Source: an optimization exercise on an open RTL-to-GDS flow (aim: small area, a short achievable clock period and few clock cycles per item). Production flows keep margins and buffers that such runs may drop. Where RTL was checked, it was by simulation tests only, not by an equivalence proof against the original.

==> inputs of 12-28 <==
==> flow/design.v <==
module fpadder (output logic [31:0] sum, output logic ready,
		 input logic [31:0] a, input logic clock, nreset);
logic s_a, s_b, s_c, s_v, s_n;
logic [31:0] R;           
logic [23:0] Q;           
logic        sub;         
logic        flip;        
logic [7:0]  eA, eB, dd;
logic        azero, bzero, swp, aspec, bspec, nan;
logic [23:0] mS, mSal;
always_comb begin
  eA = R[30:23];
  eB = a[30:23];
  azero = (R[30:0] == '0);
  bzero = (a[30:0] == '0);
  swp = (eA < eB) | azero;
  dd  = swp ? (eB - eA) : (eA - eB);
  aspec = (eA == 8'hff);
  bspec = (eB == 8'hff);
  nan = (aspec && (R[22:0] != '0)) || (bspec && (a[22:0] != '0))
        || (aspec && bspec && (R[31] ^ a[31]));
  mS = {1'b1, swp ? R[22:0] : a[22:0]};
  mSal = (azero || bzero || dd[7:5] != 3'd0) ? 24'd0 : (mS >> dd[4:0]);
end
function automatic logic [24:0] sk_add(input logic [23:0] x, y, input logic ci);
  logic [24:0] g, p;
  logic [23:0] h;
  h = x ^ y;
  g = {x & y, ci};
  p = {h, 1'b0};
  for (int l = 0; l < 5; l++)
    for (int i = 0; i < 25; i++)
      if (((i >> l) & 1) == 1) begin
        g[i] = g[i] | (p[i] & g[((i >> l) << l) - 1]);
        p[i] = p[i] & p[((i >> l) << l) - 1];
      end
  sk_add = {g[24], h ^ g[23:0]};
endfunction
logic [23:0] p, q;
logic [24:0] D;
logic        neg, far, cy, ovf;
always_comb begin
  p = {1'b1, R[22:0]} & {24{~s_v}};
  q = Q ^ {24{sub}};
  D = sk_add(p, q, sub);
  neg = sub & ~D[24] & s_c;             
  far = sub ? (D[24] | s_v) & D[23] : 1'b1;
  cy  = ~sub & D[24];                   
  ovf = cy & (R[30:23] == 8'hfe);
end
logic [4:0]  lz;
logic [23:0] N;
always_comb begin
  lz = 5'd0;
  for (int i = 0; i < 24; i++)
    if (Q[i]) lz = 5'(23 - i);
  N = Q << lz;
end
assign ready = s_n | ((s_c | s_v) & ~neg & far);
always_comb begin
  if (s_n)
    sum = {R[31] ^ flip, R[30:23] - {3'd0, lz}, N[22:0]};
  else if (cy)
    sum = {R[31], R[30:23] + 8'd1, D[23:1] & {23{~ovf}}};
  else
    sum = {R[31] ^ s_v, R[30:23], D[22:0]};
end
always_ff @(posedge clock, negedge nreset)
  if (~nreset) begin
    {s_a, s_b, s_c, s_v, s_n} <= '0;
  end else begin
    s_a <= ready;
    s_b <= s_a;
    s_c <= s_b & ~(aspec | bspec);
    s_v <= s_c & neg;
    s_n <= (s_b & (aspec | bspec)) | ((s_c | s_v) & ~neg & ~far)
         | ~(s_a | s_b | s_c | s_v | s_n);
  end
always_ff @(posedge clock) begin
  flip <= 1'b0;
  if (~(s_a | s_b | s_c | s_v | s_n)) begin
    R <= '0;
    Q <= '0;
  end else if (s_b) begin
    if (aspec | bspec) begin
      R[31:23] <= {nan | (aspec ? R[31] : a[31]), 8'hff};
      Q <= {1'b1, {23{nan}}};
    end else begin
      if (swp) R <= a;
      Q <= mSal;
    end
    sub  <= R[31] ^ a[31];
  end else begin
    Q <= D[23:0];
    flip <= s_v;
    if (s_c & sub & (D[23:0] == '0))
      R[31:23] <= '0;
    if (s_a | s_n)
      R <= a;
  end
end
endmodule
==> flow/flow/run.sh <==
#!/bin/bash
# Standard layout (standard synthesis unchanged), except that the ports are
# buffered with plain buffers instead of the resizer's default pick (a delay
# cell).
set -euo pipefail
export BUFFER_PORTS_ARGS="-buffer_cell sky130_fd_sc_hd__buf_2"
bash standard.sh synth > synth.log 2>&1
bash standard.sh > layout.log 2>&1
==> flow/standard.sh <==
#!/bin/bash
# synth_recipe.tcl (not shown) runs the flow's synth.tcl, then flattens the netlist and writes it again
# the make line also repeats each setting of config.mk as NAME=value (left out here)
make -C /OpenROAD-flow-scripts/flow DESIGN_CONFIG=/design/flow/config.mk WORK_HOME=/design/flow/orfs CLKGATE_MAP_FILE= SYNTH_SCRIPT=/design/flow/synth_recipe.tcl "${@:-finish}"
==> flow/config.mk <==
export PLATFORM = sky130hd
export DESIGN_NAME = fpadder
export DESIGN_NICKNAME = fpadder
export VERILOG_FILES = /design/flow/design.v
export SDC_FILE = /design/flow/constraint.sdc
export NUM_CORES = 4
export LEC_CHECK = 0
export ABC_AREA = 1
export CAP_MARGIN = 20
export CORE_MARGIN = 2
export CORE_UTILIZATION = 40
export SLEW_MARGIN = 20
==> flow/constraint.sdc <==
create_clock -name core_clock -period 5.0 [get_ports {clock}]
set_input_delay 1.0000 -clock core_clock [delete_from_list [all_inputs] [get_ports {clock}]]
set_output_delay 1.0000 -clock core_clock [all_outputs]
set_load 0.01 [all_outputs]
==> 10-19 (differences from 12-28) <==
==> flow/design.v, changed modules only <==
module fpadder (output logic [31:0] sum, output logic ready,
		 input logic [31:0] a, input logic clock, nreset);
logic s_a, s_b, s_c, s_v, s_n;
logic [31:0] R;           
logic [23:0] Q;           
logic        sub;         
logic        spec;        
logic        flip;        
logic [7:0]  eA, eB, dd;
logic        azero, bzero, swp, aspec, bspec, nan;
logic [23:0] mS, mSal;
always_comb begin
  eA = R[30:23];
  eB = a[30:23];
  azero = (R[30:0] == '0);
  bzero = (a[30:0] == '0);
  swp = (eA < eB) | azero;
  dd  = swp ? (eB - eA) : (eA - eB);
  aspec = (eA == 8'hff);
  bspec = (eB == 8'hff);
  nan = (aspec && (R[22:0] != '0)) || (bspec && (a[22:0] != '0))
        || (aspec && bspec && (R[31] ^ a[31]));
  mS = {1'b1, swp ? R[22:0] : a[22:0]};
  mSal = (azero || bzero || dd >= 8'd24) ? 24'd0 : (mS >> dd[4:0]);
end
logic [23:0] p, q;
logic [24:0] D;
logic        neg, far, cy, ovf;
always_comb begin
  p = {1'b1, R[22:0]} & {24{~s_v}};
  q = Q ^ {24{sub}};
  D = {1'b0, p} + {1'b0, q} + {24'd0, sub};
  neg = sub & ~D[24] & s_c;             
  far = sub ? (D[24] | s_v) & D[23] : 1'b1;
  cy  = ~sub & D[24];                   
  ovf = cy & (R[30:23] == 8'hfe);
end
logic [4:0]  lz;
logic [23:0] N;
always_comb begin
  lz = 5'd0;
  for (int i = 0; i < 24; i++)
    if (Q[i]) lz = 5'(23 - i);
  N = Q << lz;
end
assign ready = s_n | ((s_c | s_v) & ~spec & ~neg & far);
always_comb begin
  if (s_n)
    sum = {R[31] ^ flip, R[30:23] - {3'd0, lz}, N[22:0]};
  else if (cy)
    sum = {R[31], R[30:23] + 8'd1, D[23:1] & {23{~ovf}}};
  else
    sum = {R[31] ^ s_v, R[30:23], D[22:0]};
end
always_ff @(posedge clock, negedge nreset)
  if (~nreset) begin
    {s_a, s_b, s_c, s_v, s_n} <= '0;
  end else begin
    s_a <= ready;
    s_b <= s_a;
    s_c <= s_b;
    s_v <= s_c & ~spec & neg;
    s_n <= ((s_c | s_v) & (spec | (~neg & ~far))) | ~(s_a | s_b | s_c | s_v | s_n);
  end
always_ff @(posedge clock) begin
  flip <= 1'b0;
  if (~(s_a | s_b | s_c | s_v | s_n)) begin
    R <= '0;
    Q <= '0;
  end else if (s_b) begin
    if (aspec | bspec) begin
      R[31:23] <= {nan | (aspec ? R[31] : a[31]), 8'hff};
      Q <= {1'b1, {23{nan}}};
    end else begin
      if (swp) R <= a;
      Q <= mSal;
    end
    sub  <= R[31] ^ a[31];
    spec <= aspec | bspec;
  end else if ((s_c | s_v) & ~spec) begin
    Q <= D[23:0];
    flip <= s_v;
    if (s_c & sub & (D[23:0] == '0))
      R[31:23] <= '0;
  end else if (s_a | s_n)
    R <= a;
end
endmodule
--- a/flow/config.mk
+++ b/flow/config.mk
@@ -5,7 +5,6 @@
 export SDC_FILE = /design/flow/constraint.sdc
 export NUM_CORES = 4
 export LEC_CHECK = 0
-export ABC_AREA = 1
 export CAP_MARGIN = 20
 export CORE_MARGIN = 2
 export CORE_UTILIZATION = 40
==> notes <==
In clock skew, 10-19 and 12-28 hardly differ.
Between 10-19 and 12-28, the lower sequential share of layout area is in 10-19 (gap 0.24 points).
Of 12-28 and 10-19, 10-19 has the higher die area (gap about 2.5%, measured against 10-19).
In 12-28 the global-route usage is lower than in 10-19, by 0.37 points.
In 12-28 the hold slack is better than in 10-19, by 11 ps.
First-iteration DRC count: 12-28 is lower than 10-19 (about 2.8%).
Between 12-28 and 10-19, the lower clock-buffer cell count is in 10-19 (gap 2).
Of 10-19 and 12-28, 12-28 has the higher critical path depth (gap 10).
Of 10-19 and 12-28, 12-28 has the higher synthesized cell count (gap about 20%, measured against 12-28).
In 10-19 the setup slack is lower than in 12-28, by 48 ps.
==> figures <==
item	10-19	12-28
Pre-CTS setup slack	255 ps	345 ps
Post-synthesis xor/xnor area fraction	0.0584	0.0508
Via density per instance	6.36	5.62
Routed length on met1	14100 um	14100 um
Count of placed standard cells including taps	1458	1755
Final instance count without filler cells	1475	1778
Final routed wirelength across all metal layers	32200 um	31400 um
Half-perimeter wire length after placement	25300 um	24700 um
Fraction of layout cells with a size suffix above 1	0.174	0.105
Fill cell count	2143	2299
Signal inverters	45	168
Length of routed met2 wiring	14400 um	14200 um
Total number of nets in the final design	1277	1584
Area of the core	21200 um^2	20900 um^2
Minimum clock period after layout	4800 ps	4750 ps
Horizontal extent of the die	151 um	149 um
Actual transition at the worst max-transition pin	966 ps	912 ps
Result of the run	complete, no violations	complete, no violations
Count of vias placed by the detailed router	9379	9991
Clk sinks	64	63
Clock-cell share	0.0290	0.0311
Testbench counts of 10-19, summed over its fixed seeds: cycles 106,173, ops 32,000.
Function not checked in 12-28: the RTL went through the layout flow alone.

[afterwards: timing with drivers on the ports]
In the flow no input, the clock included, has a driving cell. The finished layouts below were timed again as built, in two steps.
Step 1 assumes that a clkbuf_16 drives the clock port and a buf_2 every other input.
Step 2 adds t to the input delays and takes it off the output delays; t is the mean of the earliest and latest rising clock arrival at the registers after step 1. Input paths then give back, and output paths get back, about the clock's delay inside the block.
a / b / c = no drivers / after step 1 / after step 2; a / b = the first two.
run | t (ns) | setup slack, ns | worst slew at a driven data input, ns | pins driven straight from the clock port
12-28 | 0.386 | 0.251 / 0.205 / 0.265 | 0.04 | 1
10-19 | 0.383 | 0.203 / 0.155 / 0.147 | 0.03 | 1
After both steps setup and hold are still met in every run listed. The setup slack of 10-19, which loses most, moves by -0.048 ns with the drivers and by -0.056 ns with both steps.
